Source: an optimization exercise on an open RTL-to-GDS flow (aim: small area). Production flows keep margins and buffers that such runs may drop.
At most, simulation tests tie the RTL to the original design; equivalence was not proved.
No activity file was given, so power comes from the tool's default toggle rates. The clock port is modelled as an ideal driver; clocking choices that lean on that would not hold on a real chip.

Design apb_uart, start of the top module:
module apb_uart #(
    parameter SYSTEM_FREQUENCY = 50_000_000,
    parameter SAMPLING_RATE = 16
)(
    input pclk,
    input preset_n,
    input psel,
    input penable,
    input pwrite,
    input[11:0] paddr,
    input[3:0] pstrb,
    input[31:0] pwdata,
    output pready,
    output pslverr,
    output[31:0] prdata,
    output irq,
    output logic baud_o,
    output logic tick_rx,
    input cts_n,
    input rx,
    output tx,
    output rts_n
);
==> flow/config.mk <==
export PLATFORM = sky130hd
export DESIGN_NAME = apb_uart
export DESIGN_NICKNAME = apb_uart
export VERILOG_FILES = /design/flow/design.v
export SDC_FILE = /design/flow/constraint.sdc
export NUM_CORES = 4
export LEC_CHECK = 0
export CAP_MARGIN = 20
export CORE_MARGIN = 2
export CORE_UTILIZATION = 70
export SLEW_MARGIN = 20
export SYNTH_HIERARCHICAL = 1
==> flow/constraint.sdc <==
create_clock -name core_clock -period 20.0 [get_ports {pclk}]
set_input_delay 4.0000 -clock core_clock [delete_from_list [all_inputs] [get_ports {pclk}]]
set_output_delay 4.0000 -clock core_clock [all_outputs]
set_load 0.01 [all_outputs]
standard.sh (not shown) runs the stock make flow with config.mk's settings and CLKGATE_MAP_FILE= SYNTH_SCRIPT=/design/flow/synth_recipe.tcl, a recipe that flattens the netlist after the stock synthesis.
==> flow/flow/run.sh <==
#!/bin/bash
# Standard ORFS layout (the standard.sh) with two changes:
#  - ports are buffered with the smallest buffer instead of clkdlybuf4s50_1;
#  - clock tree: clkbuf_16 leaf clusters and no dummy loads.
# Every tool's output is written to a log file in this folder.
set -euo pipefail
export BUFFER_PORTS_ARGS="-buffer_cell sky130_fd_sc_hd__buf_1"
export CTS_ARGS="-sink_clustering_enable -repair_clock_nets -buf_list sky130_fd_sc_hd__clkbuf_16 -sink_clustering_size 30 -sink_clustering_max_diameter 100 -dont_use_dummy_load"
bash standard.sh > flow_make.log 2>&1
Change:
--- a/flow/design.v
+++ b/flow/design.v
@@ -238,21 +238,21 @@
         else cpu_write_tdr_d <= cpu_write_tdr;
     end
     always_ff @(posedge pclk) begin
         if (~preset_n) begin
             write_data_d1 <= 1'b0;
             write_data_d2 <= 1'b0;
+            cts_s1 <= 1'b0;
+            cts_sync <= 1'b0;
         end else begin
             write_data_d1 <= cpu_write_tdr_d;
             write_data_d2 <= write_data_d1;
+            cts_s1 <= cts_n;
+            cts_sync <= cts_s1;
         end
     end
-    always_ff @(posedge pclk) begin
-        cts_s1 <= cts_n;
-        cts_sync <= cts_s1;
-    end
     wire cts_eff = hcr[0] ? cts_sync : 1'b0;
     logic [7:0] txf_mem [0:15];
     logic [3:0] txf_rd, txf_wr;
     logic [4:0] txf_cnt;
     wire fifo_tx_empty = (txf_cnt == 5'd0);
     wire fifo_tx_full  = (txf_cnt == 5'd16);
@@ -280,17 +280,22 @@
             txf_mem[txf_wr] <= tdr[7:0];
     end
     logic tx_busy, tx_busy_d, tx_busy_pulse;
     wire [7:0] tx_data_mux = fcr[0] ? txf_mem[txf_rd] : tdr[7:0];
     wire start_tx = fcr[0] ? (ocr[1] | (~fifo_tx_empty & tx_busy_pulse)) : ocr[1];
     always_ff @(posedge pclk) begin
-        if (~preset_n) tx_busy <= 1'b0;
-        else if (tx_finish) tx_busy <= 1'b0;
-        else if (start_tx & ocr[0]) tx_busy <= 1'b1;
-        tx_busy_d <= tx_busy;
-        tx_busy_pulse <= ~tx_busy & tx_busy_d;
+        if (~preset_n) begin
+            tx_busy_d <= 1'b0;
+            tx_busy_pulse <= 1'b0;
+            tx_busy <= 1'b0;
+        end else begin
+            tx_busy_d <= tx_busy;
+            tx_busy_pulse <= ~tx_busy & tx_busy_d;
+            if (tx_finish) tx_busy <= 1'b0;
+            else if (start_tx & ocr[0]) tx_busy <= 1'b1;
+        end
     end
     logic [7:0] tx_data;
     always_comb begin
         case (lcr[1:0])
             2'b00: tx_data = {3'b111, tx_data_mux[4:0]};
             2'b01: tx_data = {2'b11, tx_data_mux[5:0]};
@@ -298,14 +303,19 @@
             default: tx_data = tx_data_mux;
         endcase
     end
     logic [7:0] sampled_data;
     logic tick_d;
     always_ff @(posedge pclk) begin
-        sampled_data <= tx_data;
-        tick_d <= baud_o;
+        if (~preset_n) begin
+            sampled_data <= 8'd0;
+            tick_d <= 1'b0;
+        end else begin
+            sampled_data <= tx_data;
+            tick_d <= baud_o;
+        end
     end
     logic [2:0] tx_st;
     localparam logic [2:0] T_IDLE = 3'd0, T_CTS = 3'd1, T_WAIT = 3'd2, T_START = 3'd3,
                            T_DATA = 3'd4, T_PARITY = 3'd5, T_STOP = 3'd6, T_FINISH = 3'd7;
     wire trans_en = (tx_st == T_START) | (tx_st == T_DATA) | (tx_st == T_PARITY) | (tx_st == T_STOP);
     assign tx_finish = (tx_st == T_FINISH);
@@ -330,13 +340,21 @@
     wire trans_stop_fi = (cnt_tx == tx_total_d);
     wire load_d0 = (cnt_tx == 4'd0) | (lcr[3] & ~parity_bit & trans_data_fi);
     wire load_en = (cnt_tx == 4'd1);
     logic load_d0_s, load_en_s, trans_data_fi_s, trans_stop_fi_s;
     logic start_tx_d, start_en_d, start_en_d1;
     always_ff @(posedge pclk) begin
-        begin
+        if (~preset_n) begin
+            load_d0_s <= 1'b0;
+            load_en_s <= 1'b0;
+            trans_data_fi_s <= 1'b0;
+            trans_stop_fi_s <= 1'b0;
+            start_tx_d <= 1'b0;
+            start_en_d <= 1'b0;
+            start_en_d1 <= 1'b0;
+        end else begin
             load_d0_s <= load_d0;
             load_en_s <= load_en;
             trans_data_fi_s <= trans_data_fi;
             trans_stop_fi_s <= trans_stop_fi;
             start_tx_d <= start_tx;
             start_en_d <= start_tx_d & ~start_tx;
@@ -368,13 +386,17 @@
             piso[0] <= load_d0_s ? 1'b0 : (load_en_s ? sampled_data[0] : piso[1]);
         end
     end
     assign tx = piso[0];
     logic rx_s1, rx_sync, rx_d1;
     always_ff @(posedge pclk) begin
-        begin
+        if (~preset_n) begin
+            rx_s1 <= 1'b0;
+            rx_sync <= 1'b0;
+            rx_d1 <= 1'b0;
+        end else begin
             rx_s1 <= rx;
             rx_sync <= rx_s1;
             rx_d1 <= rx_sync;
         end
     end
     wire start_bit_detected = rx_d1 & ~rx_sync;
@@ -518,19 +540,20 @@
     wire data_valid = fcr[0] ? ((fifo_rx_empty & rx_valid) | (~fifo_rx_empty & negedge_rx_pop)) : rx_valid;
     always_ff @(posedge pclk) begin
         if (~preset_n) begin
             fifo_rx_pop_d <= 1'b0;
             data_valid_d <= 1'b0;
             data_o_valid <= 1'b0;
+            data_received <= 8'd0;
         end else begin
             fifo_rx_pop_d <= fifo_rx_pop;
             data_valid_d <= data_valid;
             data_o_valid <= data_valid_d;
+            if (data_valid_d) data_received <= msg;
         end
     end
-    always_ff @(posedge pclk) if (data_valid_d) data_received <= msg;
     wire lsr1_set = (~fcr[0] & ~rdr_empty) | (fcr[0] & ~fifo_rx_empty);
     wire lsr4_set = (~fcr[0] & tdr_empty) | (fcr[0] & fifo_tx_empty);
     wire lsr5_set = fcr[0] & parity_err & stop_bit_err;
     wire lsr6_set = (~fcr[0] & ~rdr_empty & data_o_valid) | fifo_rx_overrun;
     wire lsr0_reset = cpu_read_lsr & ~prdata_prev[0] & prdata_r[0];
     wire lsr1_reset = (~fcr[0] & rdr_empty) | (fcr[0] & fifo_rx_empty);
What happened: Sequential power is about the same; maximum frequency decreases by 1.2%; utilization decreases by 0.57 points; count of clock-buffer cells in the layout does not change; critical path depth decreases by 1; global-route usage decreases by 0.52 points.
Function not checked in the second run of this note: the RTL went through the layout flow alone.

## separate check: timing with driven ports
No port has a modelled driver above. Below, the same layouts with a new extraction and two added sets of constraints.
Step 1, drivers: a clkbuf_16 drives pclk and a buf_2 each remaining input, both assumed.
Step 2, shift: input delay + t, output delay - t, t = (earliest + latest rising clock arrival at the registers) / 2. This alone moves slack from input paths to output paths.
Slacks: no drivers / after step 1 / after step 2; pairs: no drivers / after step 1.
run | t (ns) | setup slack, ns | slew at the worst register clock pin (ns)
the first run | 0.637 | 10.210 / 10.188 / 10.188 | 0.11 / 0.11
the second run | 0.626 | 10.089 / 10.066 / 10.066 | 0.11 / 0.11
After both steps setup and hold are still met in every run listed. For the second run, which loses most, drivers alone change the setup slack by -0.023 ns; drivers and shift together by -0.023 ns.
